What follows belongs to an exercise in optimizing a design on an open flow for small area, a short achievable clock period and few clock cycles; a production flow would make more cautious choices.
Only simulation tests tie the RTL to the original design; equivalence was not proved.
Power figures rest on the tool's default switching activity, not on a simulated workload.

**design.v**
```verilog
`timescale 1ns / 1ps
module ALU(
    input signed [31:0] A, B,
    input [3:0] ALUSel,
    output reg [31:0] ALU_result
);
wire [31:0] A_unsigned;
wire [31:0] B_unsigned;
assign A_unsigned = A;
assign B_unsigned = B;
always@ (*) begin
    case (ALUSel)
        4'b0000: ALU_result <= A + B;  
        4'b1000: ALU_result <= A - B;  
        4'b0001: ALU_result <= A << B[4:0];  
        4'b0101: ALU_result <= A >> B[4:0];  
        4'b1101: ALU_result <= A >>> B[4:0];  
        4'b0010: ALU_result <= A < B;  
        4'b0011: ALU_result <= A_unsigned < B_unsigned;  
        4'b0100: ALU_result <= A ^ B;  
        4'b0110: ALU_result <= A | B;  
        4'b0111: ALU_result <= A & B;  
        default: ALU_result <= {32{1'b0}};
    endcase
end
endmodule
module Branch_Comp(
    input [31:0] RD1, RD2,
    input BrU,
    output BrEq, BrLt
);
wire signed [31:0] RD1_signed, RD2_signed;
assign RD1_signed = RD1;
assign RD2_signed = RD2;
assign BrEq = RD1 == RD2;
assign BrLt = (BrU) ? RD1 < RD2 : RD1_signed < RD2_signed;
endmodule
module Branch_Control(
    input wire         PCSel,
    input wire         stall,
    input wire         branch_indicator,
    input wire  [31:0] Imm,
    input wire  [7:0]  PC,
    input wire  [7:0]  IF_ID_PC,
    output wire        branch_wrong,
    output wire        branch,
    output wire [7:0]  pc_branch
);
assign branch_wrong = branch_indicator && (!stall) && (PC != pc_branch);
assign branch = stall ? 1'b0 : PCSel;
assign pc_branch = stall ? 8'b0 : branch ? (IF_ID_PC + Imm)
                                         : (IF_ID_PC + 4'h4);
endmodule
module Data_Mem(
    input [31:0] Mem_Data,
    input [2:0] DatasizeSel,
    output reg [31:0] Read_Data
);
always@(*) begin  
    case (DatasizeSel[1:0])
        2'b00: begin
            Read_Data[7:0] = Mem_Data[7:0];
            Read_Data[31:8] = (!DatasizeSel[2] & Read_Data[7]) ? {24{1'b1}}: {24{1'b0}};
        end
        2'b01: begin
            Read_Data[15:8] = Mem_Data[15:8];
            Read_Data[7:0] = Mem_Data[7:0];
            Read_Data[31:16] = (!DatasizeSel[2] & Read_Data[15]) ? {16{1'b1}}: {16{1'b0}};
        end
        2'b10: begin
            Read_Data[31:24] = Mem_Data[31:24];
            Read_Data[23:16] = Mem_Data[23:16];
            Read_Data[15:8] = Mem_Data[15:8];
            Read_Data[7:0] = Mem_Data[7:0];
        end
        default: Read_Data[31:0] = 32'b0;
    endcase
end
endmodule
module Hazard(
    input wire [4:0]    IF_ID_RS1,
    input wire [4:0]    IF_ID_RS2,
    input wire [4:0]    ID_EX_RD,
    input wire [4:0]    EX_MEM_RD,
    input wire          ID_EX_RegWrite,
    input wire          EX_MEM_RegWrite,
    input wire [1:0]    ID_EX_WBSel,
    input wire [1:0]    EX_MEM_WBSel,
    input wire          branch_indicator,
    output wire         stall
);
    wire stall_load;
    wire stall_branch_EX;
    wire stall_branch_MEM;
    assign stall_load       =  ((ID_EX_RD == IF_ID_RS1 || ID_EX_RD == IF_ID_RS2) 
                             && (ID_EX_RD != 5'b0)
                             && (ID_EX_RegWrite == 1'b1)
                             && (ID_EX_WBSel == 2'b10))
                             ? 1'b1 : 1'b0;
    assign stall_branch_EX  =  ((ID_EX_RD == IF_ID_RS1 || ID_EX_RD == IF_ID_RS2)
                             && (ID_EX_RD != 5'b0) 
                             && (ID_EX_RegWrite == 1'b1) 
                             && (branch_indicator))
                             ? 1'b1 : 1'b0;
    assign stall_branch_MEM =  ((EX_MEM_RD == IF_ID_RS1 || EX_MEM_RD == IF_ID_RS2)
                             && (EX_MEM_RD != 5'b0)
                             && (EX_MEM_RegWrite == 1'b1)
                             && (EX_MEM_WBSel == 2'b10)
                             && (branch_indicator))
                             ? 1'b1 : 1'b0;
    assign stall = stall_load || stall_branch_EX || stall_branch_MEM;
endmodule
module Imm_Gen(
    input [31:7] inst,
    input [2:0] ImmSel,
    output reg [31:0] Imm
);
always@(*) begin
    case (ImmSel)
        3'b000: begin
            Imm[11:0] <= inst[31:20];
            Imm[31:12] <= {20{inst[31]}};  
        end
        3'b001: begin
            Imm[31:12] <= {30{inst[31]}};
            Imm[11:5] <= inst[31:25];
            Imm[4:0] <= inst[11:7];
        end
        3'b010: begin
            Imm[31:5] <= {27{1'b0}};  
            Imm[4:0] = inst[24:20];
        end
        3'b011: begin
            Imm[31:13] <= {29{inst[31]}};
            Imm[12] <= inst[31];
            Imm[11] <= inst[7];
            Imm[10:5] <= inst[30:25];
            Imm[4:1] <= inst[11:8];
            Imm[0] <= 1'b0;
        end
        3'b100: begin
            Imm[31:21] <= {11{inst[31]}};
            Imm[20] <= inst[31];
            Imm[19:12] <= inst[19:12];
            Imm[11] <= inst[20];
            Imm[10:1] <= inst[30:21];
            Imm[0] <= 0;
        end
        default: Imm <= {32{1'b0}};
    endcase
end
endmodule
module Main_Control(
    input  [31:0] instruction, 
    input  BrEq, BrLt,
    output reg PCSel, RegWrite, BrU,
    output reg [2:0] ImmSel,
    output reg [2:0] DatasizeSel,
    output reg ASel, BSel, MemRW, 
    output reg [3:0] ALUSel,
    output reg [1:0] WBSel,
    output reg       branch_indicator
);
always@(*) begin
    case (instruction[6] == 1'b1)
        1'b1: begin   
            DatasizeSel <= 3'b111;  
            MemRW <= 1'b0;  
            ALUSel <= 4'b0000;  
            WBSel <= 2'b00;  
            if (instruction[3] == 1'b1) begin
                PCSel <= 1'b1;  
                RegWrite <= 1'b1;  
                BrU <= 1'b0;  
                ImmSel <= 3'b100;
                ASel <= 1'b0;  
                BSel <= 1'b1;  
                branch_indicator <= 1'b0;
            end else if (instruction[2] == 1'b1) begin
                PCSel <= 1'b1;  
                RegWrite <= 1'b0;  
                BrU <= 1'b0;  
                ImmSel <= 3'b000;
                ASel <= 1'b1;  
                BSel <= 1'b1;  
                branch_indicator <= 1'b0;
            end else begin
                RegWrite <= 1'b0;  
                BrU <= instruction[13];  
                ImmSel <= 3'b011;
                ASel <= 1'b0;  
                BSel <= 1'b1;  
                case ({instruction[14], instruction[12]})
                    2'b00: begin  
                        PCSel <= BrEq;
                    end
                    2'b01: begin  
                        PCSel <= !BrEq;
                    end
                    2'b10: begin  
                        PCSel <= BrLt;
                    end
                    2'b11: begin  
                        PCSel <= !BrLt;
                    end
                endcase
                branch_indicator <= 1'b1;
            end
        end
        1'b0: begin  
            PCSel <= 1'b0;  
            BrU <= 1'b0;  
            ASel <= 1'b1;  
            branch_indicator <= 1'b0;
            case (instruction[4])
                1'b0: begin  
                    RegWrite <= !instruction[5];  
                    ImmSel <= (instruction[5]) ? 3'b001: 3'b000;
                    DatasizeSel <= instruction[14:12];  
                    BSel <= 1'b1;  
                    MemRW <= instruction[5];  
                    ALUSel <= 4'b0000;  
                    WBSel <= 2'b10;  
                end
                1'b1: begin  
                    RegWrite <= 1;  
                    ImmSel <= (instruction[5]) ? 3'b111 : (instruction[13:12] == 2'b01) ? 3'b010 : 3'b000;
                    DatasizeSel <= 3'b111;  
                    BSel <= !instruction[5];  
                    MemRW <= 1'b0;  
                    ALUSel[3] <= (instruction[5]) ? instruction[30] : (instruction[13:12] == 2'b01) ? instruction[30] : 1'b0;
                    ALUSel[2:0] <= instruction[14:12];  
                    WBSel <= 2'b01;  
                end
            endcase
        end
        default: ;
    endcase
end
endmodule
`timescale 1ns / 1ps
module Predictor(
    input wire         clk,
    input wire         rst,
    input wire         stall,
    input wire         branch_indicator,
    input wire         branch,  
    input wire   [7:0] pc_branch,
    input wire   [7:0] PC,
    input wire   [7:0] IF_ID_PC,
    output wire        taken,
    output wire  [7:0] pc_predicted
);
    reg [7:0] Buffer [0:127];
    reg [1:0] Taken  [0:127];  
    assign taken             = Taken[PC >> 2][1];
    assign pc_predicted[7:0] = Buffer[PC >> 2][7:0];
    integer i;
    always @(posedge clk or posedge rst) begin
        if (rst) begin
            for (i = 0; i < 128; i = i + 1) begin
                Buffer[i] <= 8'b0;
                Taken[i]  <= 2'b1;
            end
        end
        else begin
            if (branch_indicator && (!stall)) begin
                if (branch) begin
                    Buffer[IF_ID_PC >> 2] <= pc_branch;
                    Taken[IF_ID_PC >> 2]  <= (Taken[IF_ID_PC >> 2] != 2'b11) ? Taken[IF_ID_PC >> 2] + 1'b1 : 2'b11;
                end
                else begin
                    Buffer[IF_ID_PC >> 2] <= pc_branch;
                    Taken[IF_ID_PC >> 2]  <= (Taken[IF_ID_PC >> 2] != 2'b00) ? Taken[IF_ID_PC >> 2] - 1'b1 : 2'b00;
                end
            end
            else ;
        end
    end
endmodule
module Register_File(
    input clk, RegWrite, rst,
    input [4:0] Read_Reg1, Read_Reg2, Write_Reg,
    input [31:0] Write_Data,
    output [31:0] Read_Data1, Read_Data2
);
reg [31:0] Register_file [0:31];
integer i;
always @ (posedge clk or posedge rst) begin
    if (rst) begin
        for (i = 0; i < 32; i = i + 1) begin
            Register_file[i] <= {32{1'b0}};
        end
    end
    else if (RegWrite && Write_Reg != 5'b0) begin
        Register_file[Write_Reg] <= Write_Data;
    end else begin
        Register_file[Write_Reg] <= Register_file[Write_Reg];
    end
end
assign Read_Data1 = Register_file[Read_Reg1];
assign Read_Data2 = Register_file[Read_Reg2];
endmodule
`timescale 1ns / 1ps
module SC_RISCV_32I(
    input         clk, rst,
    output [7:0]  imem_addr,
    input  [31:0] imem_data,
    output        dmem_we,
    output [1:0]  dmem_size,
    output [31:0] dmem_addr,
    output [31:0] dmem_wdata,
    input  [31:0] dmem_rdata
);
wire        stall, branch_wrong, branch, branch_indicator, BSel;
reg  [7:0]  IF_ID_PC;
wire [31:0] WB;
reg  [4:0]  ID_EX_RD;
reg         ID_EX_RegWrite;
reg  [1:0]  ID_EX_WBSel;
reg  [4:0]  EX_MEM_RD;
reg         EX_MEM_RegWrite;
reg  [1:0]  EX_MEM_WBSel;
reg  [31:0] EX_MEM_ALU_result;
reg  [4:0]  MEM_WB_RD;
reg         MEM_WB_RegWrite;
reg  [7:0] PC;
wire [7:0] pc_4;
wire [7:0] pc_next;
wire [7:0] pc_branch;
wire [7:0] pc_predicted;
wire       taken;  
assign pc_4    = PC + 8'h4;
assign pc_next = stall        ? PC
               : branch_wrong ? pc_branch 
               : taken        ? pc_predicted
                              : pc_4;
always @(posedge clk) begin
    if (rst) begin
        PC <= 0;
    end
    else begin
        PC <= pc_next;
    end
end
wire [31:0] Instruction;            
assign imem_addr   = PC;
assign Instruction = imem_data;
Predictor BTB(  
    .clk (clk),
    .rst (rst),
    .stall  (stall),
    .branch_indicator (branch_indicator),
    .branch (branch),
    .pc_branch (pc_branch),
    .PC (PC),
    .IF_ID_PC (IF_ID_PC),
    .taken (taken),
    .pc_predicted (pc_predicted)
);
reg [31:0]  IF_ID_Instruction;  
always @(posedge clk or posedge rst) begin
    if (rst) begin
        IF_ID_Instruction[31:0] <= 32'b0;
        IF_ID_PC[7:0]           <= 8'b0;
    end
    else begin
        if (stall) begin
            IF_ID_Instruction[31:0] <= IF_ID_Instruction[31:0];
            IF_ID_PC[7:0]           <= IF_ID_PC[7:0];
        end
        else if (branch_wrong) begin
            IF_ID_Instruction[31:0] <= 32'b0;
            IF_ID_PC[7:0]           <= 8'b0;
        end
        else begin
            IF_ID_Instruction[31:0] <= Instruction[31:0];
            IF_ID_PC[7:0]           <= PC[7:0];
        end
    end
end
wire [31:0] RD1, RD2;     
wire [31:0] BrA, BrB;     
wire [31:0] Imm;          
wire [1:0]  Forward_BrASel, Forward_BrBSel;
wire        BrEq, BrLt; 
wire        PCSel;  
wire        RegWrite;  
wire        BrU;  
wire [2:0]  ImmSel;  
wire [2:0]  DatasizeSel;
wire        ASel;  
wire        Sel;  
wire        MemRW;  
wire [3:0]  ALUSel;  
wire [1:0]  WBSel;  
assign Forward_BrASel = (EX_MEM_RegWrite & (IF_ID_Instruction[19:15] == EX_MEM_RD) & (EX_MEM_RD != 5'b0)) ? 2'b10 :  
                        (MEM_WB_RegWrite & (IF_ID_Instruction[19:15] == MEM_WB_RD) & (MEM_WB_RD != 5'b0)) ? 2'b11 :  
                                                                                                            2'b00 ;  
assign Forward_BrBSel = (EX_MEM_RegWrite & (IF_ID_Instruction[24:20] == EX_MEM_RD) & (EX_MEM_RD != 5'b0)) ? 2'b10 :  
                        (MEM_WB_RegWrite & (IF_ID_Instruction[24:20] == MEM_WB_RD) & (MEM_WB_RD != 5'b0)) ? 2'b11 :  
                                                                                                            2'b00 ;  
assign BrA = (Forward_BrASel == 2'b11) ? WB                :
             (Forward_BrASel == 2'b10) ? EX_MEM_ALU_result :
                                         RD1               ;
assign BrB = (Forward_BrBSel == 2'b11) ? WB                :
             (Forward_BrBSel == 2'b10) ? EX_MEM_ALU_result :
                                         RD2               ;
Register_File Reg_File(
    .clk        (clk),                       
    .rst        (rst),                       
    .Read_Reg1  (IF_ID_Instruction[19:15]),  
    .Read_Reg2  (IF_ID_Instruction[24:20]),  
    .Write_Reg  (MEM_WB_RD[4:0]),            
    .RegWrite   (MEM_WB_RegWrite),           
    .Write_Data (WB[31:0]),                  
    .Read_Data1 (RD1),                       
    .Read_Data2 (RD2)                        
);
Imm_Gen Imm_Gen (
    .inst   (IF_ID_Instruction[31:7]),  
    .ImmSel (ImmSel),                   
    .Imm    (Imm)                       
);
Branch_Comp Br_Comp (
    .RD1(BrA),
    .RD2(BrB),
    .BrU(BrU),
    .BrEq(BrEq),
    .BrLt(BrLt)
);
Main_Control Ctrl (
    .instruction(IF_ID_Instruction),
    .BrEq(BrEq),
    .BrLt(BrLt),
    .PCSel(PCSel),
    .RegWrite(RegWrite),
    .BrU(BrU),
    .ImmSel(ImmSel),
    .DatasizeSel(DatasizeSel),
    .ASel(ASel),
    .BSel(BSel),
    .MemRW(MemRW),
    .ALUSel(ALUSel),
    .WBSel(WBSel),
    .branch_indicator(branch_indicator)
);
Hazard HazardDetect (
    .IF_ID_RS1        (IF_ID_Instruction[19:15]),  
    .IF_ID_RS2        (IF_ID_Instruction[24:20]),  
    .ID_EX_RD         (ID_EX_RD),
    .EX_MEM_RD        (EX_MEM_RD),
    .ID_EX_RegWrite   (ID_EX_RegWrite),
    .EX_MEM_RegWrite  (EX_MEM_RegWrite),
    .ID_EX_WBSel      (ID_EX_WBSel),
    .EX_MEM_WBSel     (EX_MEM_WBSel),
    .branch_indicator (branch_indicator),
    .stall            (stall)
);
Branch_Control Br_Ctrl (
    .PCSel(PCSel),
    .stall(stall),
    .branch_indicator (branch_indicator),
    .Imm(Imm),
    .PC (PC),
    .IF_ID_PC(IF_ID_PC),
    .branch_wrong (branch_wrong),
    .branch(branch),       
    .pc_branch(pc_branch)  
);
reg [4:0]   ID_EX_RS1, ID_EX_RS2;
reg [31:0]  ID_EX_RD1, ID_EX_RD2;
reg [31:0]  ID_EX_Imm;
reg [7:0]   ID_EX_PC;
reg [2:0]   ID_EX_DatasizeSel;
reg         ID_EX_ASel;  
reg         ID_EX_BSel;  
reg         ID_EX_MemRW;  
reg [3:0]   ID_EX_ALUSel;  
always @(posedge clk or posedge rst) begin
    if (rst) begin
        ID_EX_RS1[4:0]  <= 5'b0;
        ID_EX_RS2[4:0]  <= 5'b0;
        ID_EX_RD[4:0]   <= 5'b0;
        ID_EX_RD1[31:0] <= 32'b0;
        ID_EX_RD2[31:0] <= 32'b0;
        ID_EX_Imm[31:0] <= 32'b0;
        ID_EX_PC[7:0]   <= 8'b0;
        ID_EX_RegWrite <= 1'b0;
        ID_EX_DatasizeSel[2:0] <= 3'b0;
        ID_EX_ASel <= 1'b0;
        ID_EX_BSel <= 1'b0;
        ID_EX_MemRW <= 1'b0;
        ID_EX_ALUSel[3:0] <= 4'b0;
        ID_EX_WBSel[1:0] <= 2'b0;
    end
    else begin
        ID_EX_RS1[4:0]  <= IF_ID_Instruction[19:15];
        ID_EX_RS2[4:0]  <= IF_ID_Instruction[24:20];
        ID_EX_RD [4:0]  <= IF_ID_Instruction[11:7];
        if (MEM_WB_RegWrite && IF_ID_Instruction[19:15] == MEM_WB_RD && MEM_WB_RD != 5'b0) begin
            ID_EX_RD1[31:0]    <= WB;
        end
        else begin
            ID_EX_RD1[31:0]    <= RD1;
        end
        if (MEM_WB_RegWrite && IF_ID_Instruction[24:20] == MEM_WB_RD && MEM_WB_RD != 5'b0) begin
            ID_EX_RD2[31:0]    <= WB;
        end
        else begin
            ID_EX_RD2[31:0]    <= RD2;
        end
        ID_EX_Imm[31:0] <= Imm[31:0];
        ID_EX_PC[7:0]   <= IF_ID_PC[7:0];
        if (!stall) begin  
            ID_EX_RegWrite <= RegWrite;
            ID_EX_DatasizeSel[2:0] <= DatasizeSel[2:0];
            ID_EX_ASel <= ASel;
            ID_EX_BSel <= BSel;
            ID_EX_MemRW <= MemRW;
            ID_EX_ALUSel[3:0] <= ALUSel[3:0];
            ID_EX_WBSel[1:0] <= WBSel[1:0];
        end
        else begin  
            ID_EX_RegWrite <= 1'b0;
            ID_EX_DatasizeSel[2:0] <= 3'b0;
            ID_EX_ASel <= 1'b0;
            ID_EX_BSel <= 1'b0;
            ID_EX_MemRW <= 1'b0;
            ID_EX_ALUSel[3:0] <= 4'b0;
            ID_EX_WBSel[1:0] <= 2'b0;
        end
    end
end
wire [31:0] ALU_A, ALU_B;                                   
wire [31:0] ALU_result;                                     
wire [1:0] Forward_ASel, Forward_BSel;
assign Forward_ASel = (!ID_EX_ASel)                                                    ? 2'b00 :
                      (EX_MEM_RegWrite & (ID_EX_RS1 == EX_MEM_RD) & EX_MEM_RD != 5'b0) ? 2'b10 :  
                      (MEM_WB_RegWrite & (ID_EX_RS1 == MEM_WB_RD) & MEM_WB_RD != 5'b0) ? 2'b11 :  
                                                                                         2'b01 ;  
assign Forward_BSel = (ID_EX_BSel)                                                     ? 2'b01 :  
                      (EX_MEM_RegWrite & (ID_EX_RS2 == EX_MEM_RD) & EX_MEM_RD != 5'b0) ? 2'b10 :  
                      (MEM_WB_RegWrite & (ID_EX_RS2 == MEM_WB_RD) & MEM_WB_RD != 5'b0) ? 2'b11 :  
                                                                                         2'b00 ;  
assign ALU_A = Forward_ASel == 2'b11 ? WB                :
               Forward_ASel == 2'b10 ? EX_MEM_ALU_result :
               Forward_ASel == 2'b01 ? ID_EX_RD1         :
                                       ID_EX_PC          ;
assign ALU_B = Forward_BSel == 2'b11 ? WB                :
               Forward_BSel == 2'b10 ? EX_MEM_ALU_result :
               Forward_BSel == 2'b01 ? ID_EX_Imm         :
                                       ID_EX_RD2         ;
ALU ALU(
    .A(ALU_A),  
    .B(ALU_B),  
    .ALUSel(ID_EX_ALUSel),  
    .ALU_result(ALU_result)  
);
reg [4:0]   EX_MEM_RS2;
reg [31:0]  EX_MEM_RD2;
reg [4:0]   EX_MEM_PC;
reg [2:0]   EX_MEM_DatasizeSel;
reg         EX_MEM_MemRW;  
always @(posedge clk or posedge rst) begin
    if (rst) begin
        EX_MEM_RS2[4:0]         <= 5'b0;
        EX_MEM_RD[4:0]          <= 5'b0;
        EX_MEM_RD2[31:0]        <= 32'b0;
        EX_MEM_ALU_result[31:0] <= 32'b0;
        EX_MEM_PC[4:0]          <= 5'b0;
        EX_MEM_RegWrite         <= 1'b0;
        EX_MEM_DatasizeSel[2:0] <= 3'b0;
        EX_MEM_MemRW            <= 1'b0;
        EX_MEM_WBSel[1:0]       <= 2'b0;
    end
    else begin
        EX_MEM_RS2[4:0]         <= ID_EX_RS2;
        EX_MEM_RD[4:0]          <= ID_EX_RD;
        if (MEM_WB_RegWrite && ID_EX_RS2 == MEM_WB_RD && MEM_WB_RD != 5'b0) begin
            EX_MEM_RD2[31:0]    <= WB;
        end
        else begin
            EX_MEM_RD2[31:0]    <= ID_EX_RD2;
        end
        EX_MEM_ALU_result[31:0] <= ALU_result;
        EX_MEM_PC[4:0]          <= ID_EX_PC[4:0];
        EX_MEM_RegWrite         <= ID_EX_RegWrite;
        EX_MEM_DatasizeSel[2:0] <= ID_EX_DatasizeSel;
        EX_MEM_MemRW            <= ID_EX_MemRW;
        EX_MEM_WBSel[1:0]       <= ID_EX_WBSel;
    end
end
wire [31:0] Write_Data;
wire [31:0] Read_Data;              
assign Write_Data = (MEM_WB_RegWrite && EX_MEM_RS2 == MEM_WB_RD && MEM_WB_RD != 5'b0) ? WB : EX_MEM_RD2;
assign dmem_addr  = EX_MEM_ALU_result;
assign dmem_wdata = Write_Data;
assign dmem_size  = EX_MEM_DatasizeSel[1:0];
assign dmem_we    = EX_MEM_MemRW & (EX_MEM_DatasizeSel[2] == 1'b0) & (EX_MEM_DatasizeSel[1:0] != 2'b11);
Data_Mem Data_Mem(
    .Mem_Data(dmem_rdata),
    .DatasizeSel(EX_MEM_DatasizeSel),
    .Read_Data(Read_Data)  
);
reg [31:0] MEM_WB_Read_Data;
reg [31:0] MEM_WB_ALU_result;
reg [4:0]  MEM_WB_PC;
reg [1:0]  MEM_WB_WBSel;     
always @(posedge clk or posedge rst) begin
    if (rst) begin
        MEM_WB_RD[4:0]          <= 5'b0;
        MEM_WB_Read_Data[31:0]  <= 32'b0;
        MEM_WB_ALU_result[31:0] <= 32'b0;
        MEM_WB_PC[4:0]          <= 5'b0;
        MEM_WB_RegWrite         <= 1'b0;
        MEM_WB_WBSel[1:0]       <= 2'b0;
    end
    else begin
        MEM_WB_RD[4:0]          <= EX_MEM_RD[4:0];
        MEM_WB_Read_Data[31:0]  <= Read_Data;
        MEM_WB_ALU_result[31:0] <= EX_MEM_ALU_result;
        MEM_WB_PC[4:0]          <= MEM_WB_PC;
        MEM_WB_RegWrite         <= EX_MEM_RegWrite;
        MEM_WB_WBSel[1:0]       <= EX_MEM_WBSel;
    end
end
assign WB = (MEM_WB_WBSel[1] == 1'b1) ? MEM_WB_Read_Data : (MEM_WB_WBSel[0] == 1'b1) ? MEM_WB_ALU_result : MEM_WB_PC;
endmodule
```
**run.sh**
```bash
#!/bin/bash
# synth_recipe.tcl (not shown) runs the flow's synth.tcl, then flattens the netlist and writes it again
# the make line also repeats each setting of config.mk as NAME=value (left out here)
make -C /OpenROAD-flow-scripts/flow DESIGN_CONFIG=/design/flow/config.mk WORK_HOME=/design/flow/orfs CLKGATE_MAP_FILE= SYNTH_SCRIPT=/design/flow/synth_recipe.tcl finish
```
**config.mk**
```make
export PLATFORM = sky130hd
export DESIGN_NAME = SC_RISCV_32I
export DESIGN_NICKNAME = SC_RISCV_32I
export VERILOG_FILES = /design/flow/design.v
export SDC_FILE = /design/flow/constraint.sdc
export NUM_CORES = 4
export LEC_CHECK = 0
export CAP_MARGIN = 20
export CORE_MARGIN = 2
export CORE_UTILIZATION = 40
export PLACE_DENSITY = 0.6
export SLEW_MARGIN = 20
```
**constraint.sdc**
```tcl
create_clock -name core_clock -period 10.0 [get_ports {clk}]
set_input_delay 2.0000 -clock core_clock [delete_from_list [all_inputs] [get_ports {clk}]]
set_output_delay 2.0000 -clock core_clock [all_outputs]
set_load 0.01 [all_outputs]
```
==> run summary <==
power by group through the flow:
stage	sequential (mW)	combinational [mW]	clock (mW)
6_report	13.6	18.8	8.52
5_1_grt	13.8	19.6	8.87
4_1_cts	13.5	18.0	8.53
3_5_place_dp	13.6	17.9	0
3_3_place_gp	13.6	17.8	0
2_1_floorplan	12.2	11.2	0
worst paths after layout:
| kind | startpoint | cells past startpoint | slack (ns) | endpoint |
|---|---|---|---|---|
| hold reg to reg | ID_EX_DatasizeSel[1] | 0 | 0.34 | EX_MEM_DatasizeSel[1] |
| hold / removal | ID_EX_DatasizeSel[1] | 0 | 0.34 | EX_MEM_DatasizeSel[1] |
| max in group asynchronous | rst | 5 | 5.88 | Reg_File.Register_file[25][26] |
| min in group asynchronous | rst | 2 | 1.70 | BTB.Buffer[15][6] |
| setup / recovery | IF_ID_Instruction[17] | 26 | 0.99 | IF_ID_Instruction[17] |
| setup reg to reg | IF_ID_Instruction[17] | 26 | 0.99 | IF_ID_Instruction[17] |
registers in the layout, indices dropped and copies added, names as in the netlist, 32 cells and up:
register,cells
Reg_File.Register_file,1024
BTB.Buffer,512
BTB.Taken,128
EX_MEM_ALU_result,32
EX_MEM_RD2,32
ID_EX_RD1,32
ID_EX_RD2,32
MEM_WB_ALU_result,32
MEM_WB_Read_Data,32
stage by stage:
stage / total power [mW] / hold slack, ns / std cells / utilization
final: 40.9 / 0.340 / 14300 / 0.457
after global placement: 31.3 / 0.335 / 13800 / 0.428
after floorplan: 23.4 / 0.331 / 10700 / -
after global routing: 42.3 / 0.360 / 14200 / 0.457
after detailed placement: 31.5 / 0.336 / 13800 / 0.429
after CTS: 40.0 / 0.347 / 14200 / 0.456
cells by family (layout without fill, tap and decap cells):
logic type,Yosys count,after routing,share of synthesized area
adder cells (fa/ha/maj),153,153,0.0181
other,0,31,0
AO/OA/AOI/OAI,3637,3637,0.240
AND/OR/NAND/NOR,2562,2562,0.107
multiplexers,1162,1162,0.121
buffers and inverters,1122,1098,0.0413
XOR/XNOR,104,104,0.00852
flip-flops,1984,1984,0.465
layout make-up:
cell class,instances,share of cell area
Timing Repair Buffer,576,0.0437
Sequential cell,1984,0.409
Antenna cell,31,0.000639
Clock inverter,84,0.00843
Clock buffer,309,0.0525
Inverter,129,0.00422
Multi-Input combinational cell,7618,0.445
Tap cell,3533,0.0364
worst register-to-register path: stages, from the launching register on:
cell and delay (ns):
dfrtp_1 0.80, nand2_1 0.65, nor2_4 1.03, buf_4 0.60
a221oi_1 0.22, nand3_1 0.15, o32a_1 0.49, nand2_1 0.10
o21ai_0 0.31, nor2_1 0.11, nor2_1 0.14, ha_1 0.15
nand4_1 0.22, inv_1 0.12, a21oi_1 0.12, o21ai_0 0.57
o41ai_1 0.17, buf_4 0.18, nor3_1 0.46, nor3_4 0.09
buf_4 0.22, o211ai_1 0.39, a221oi_1 0.19, o2111a_2 0.27
nor2_2 0.63, buf_4 0.37, o21ai_0 0.13
cell usage in the layout (no fill, tap or decap), types with 86 or more instances in the layout:
cell | synthesis | final
ha_1 | 148 | 148
nand3_1 | 228 | 228
dfrtp_1 | 1912 | 1907
a211oi_1 | 87 | 86
o21ai_0 | 807 | 807
a22oi_1 | 855 | 855
a22o_1 | 471 | 471
mux2_2 | 1013 | 1013
nand4_1 | 247 | 247
nor3_1 | 97 | 87
mux2i_1 | 147 | 147
a21oi_1 | 460 | 458
nor2_4 | 0 | 96
inv_1 | 116 | 116
nor2_1 | 699 | 570
clkbuf_16 | 0 | 222
clkdlybuf4s50_1 | 0 | 138
buf_4 | 6 | 385
a221oi_1 | 472 | 472
nand2_1 | 1022 | 1006
routing by layer:
| metal | global-route usage | share of wire | wire [µm] |
|---|---|---|---|
| met1 | 0.511 | 0.38 | 209000 |
| met4 | 0.263 | 0.086 | 47400 |
| met5 | 0.00544 | 0.00047 | 259 |
| met2 | 0.547 | 0.40 | 220000 |
| met3 | 0.152 | 0.14 | 76600 |
==> results by group <==
Drt
  • Via density: 7.17
  • DRC violations left: 0
  • Antenna-violating nets left: 0
  • Vias: 102000
  • Routed WL: 554000 µm
  • Average wire per standard cell: 38.8 µm
  • DRT Pass-1 Iters: 14
  • DR iter-0 viols: 16500

Clocking
  • Clock tree buffer depth: 4
  • H-tree depth: 4
  • Sink Count: 1984
  • Clock slew at the register clock pins of the worst setup and hold paths: 0.06 ns
  • Hold buffers post-CTS: 0
  • Inserted Clock Buffers: 222
  • Post-CTS setup buffers: 0
  • CTS tree: done
  • Worst skew pair latency: 0.97 ns
  • Clk root buf: clkbuf_16
  • CTS-repair resized insts: 0

Critical path
  • Worst Path Buf+Inv: 5
  • Largest fanout on the critical path: 22
  • Max stage delay cell, worst path: nor2_4
  • Family with the most delay on the worst path: simple AND/OR/NAND/NOR gates
  • Kind of critical path: reg -> reg
  • Crit path arrival time: 9.77 ns
  • Data required, critical path: 10.77 ns
  • CP peak stage delay: 1.02 ns
  • Kind of end point of the critical path: flip-flop
  • Crit path top cell by count: buf_4
  • Startpoint Class: flip-flop

STA
  • TNS Setup: 0 ns
  • RSZ-0062 raised after global routing: no
  • Slack of the critical path: 0.994 ns
  • Clock Skew: 0.132 ns
  • Slew Viols, Final: 0
  • Period utilization: 0.901
  • Slew margin rel.: 0.103
  • Endpoints failing hold: 0
  • Worst Max-Slew Pin Slew: 1.34 ns
  • Achievable clock frequency: 111 MHz
  • Final setup vio count: 0
  • Crit path time final: 9.01 ns

Pwr
  • Clock share of power: 0.208
  • Combinational Power Share: 0.459
  • Leak pwr: 50.9 nW
  • Sw power: 19.4 mW
  • Internal power: 21.5 mW
  • Sw Ratio: 0.474
  • PwrDens: 337 nW/µm²
  • Peak supply drop: 0.384 mV
  • Share of power burned in registers: 0.333

Yosys
  • Number of synthesized flops with an enable pin: 0
  • Post-synth top flop: dfrtp_1
  • Post-Syn Nets: 10900
  • Commonest cells post-synth: 1912 x dfrtp_1, 1022 x nand2_1, 1013 x mux2_2, 855 x a22oi_1, 850 x clkbuf_1
  • Most frequent cell after synthesis: dfrtp_1
  • Sequential share of the synthesized area: 0.465
  • Synth area leaders: dfrtp_1 45%, mux2_2 11%, a22oi_1 6.0%
  • YS warnings: 10
  • Leading area contributor after synthesis: dfrtp_1
  • Cell area after synthesis: 107000 µm²
  • Synth Register Bits: 1984
  • Syn Inst Count: 10700
  • Async SR Flop Fraction: 0.996
  • Synth top area share: 0.447
  • Post-Synthesis Mean Instance Area: 9.97 µm²
  • Distinct cells, synth: 94

Final layout
  • # fillers: 24900
  • Register area: 49700 µm²
  • Layout Nets: 10700
  • Share of cells above drive strength 1: 0.199
  • Layout area overhead: 13.6%
  • Final non-filler cell area: 121000 µm²
  • Multi-input gate area: 54000 µm²

Global route
  • Antenna violations before repair: 33
  • Global Route Usage Sum: 0.396
  • Global-route congestion overflow total: 0
  • First-pass GRT wire length: 770000 µm
  • Vias in the first global route: 97800
  • Largest net degree at the start of global routing: 187

Status
  • Status: complete, no violations

Die
  • I/O pin count: 141
  • Die Ht: 521 µm
  • Starting Density: 0.403
  • Core Box Area: 266000 µm²
  • Die Wd: 521 µm
  • Die area: 272000 µm²
  • Rows: 189

Flow run
  • Max-Cap Viols: 0

Place
  • Placed cell areas: 114000 µm²
  • Setup WS pre-CTS: 1.29 ns
  • HPWL after detailed placement: 344000 µm
  • Buffers on Ports: 138
  • RePlAce Congestion: 1.01

Worst hold path
  • Worst hold path type: reg -> reg
Testbench counts, summed over its fixed seeds: cycles 28,347.

-- static timing again, ports no longer ideal --
Ports are ideal in the flow. The routed layout listed here was re-timed in OpenROAD.
Step 1 sets driving cells, clkbuf_16 on the clock port and buf_2 on the other inputs (assumed; they add their load-dependent delay and slew).
Step 2 moves the port delays by t, midway between the first and last clock arrival at a register: inputs arrive t later, outputs are due t later. That takes back most of the time a late clock gives input paths.
Slacks: ideal ports / drivers / drivers and shift; pairs: ideal ports / drivers.
t (ns): 0.998
setup slack, ns: 0.994 / 0.994 / 0.994
hold WS [ns]: 0.340 / 0.340 / 0.340
worst register clock-pin slew, ns: 0.07 / 0.07
After both steps this run still meets setup and hold. For this run, drivers alone change the setup slack by 0.000 ns; drivers and shift together by 0.000 ns.
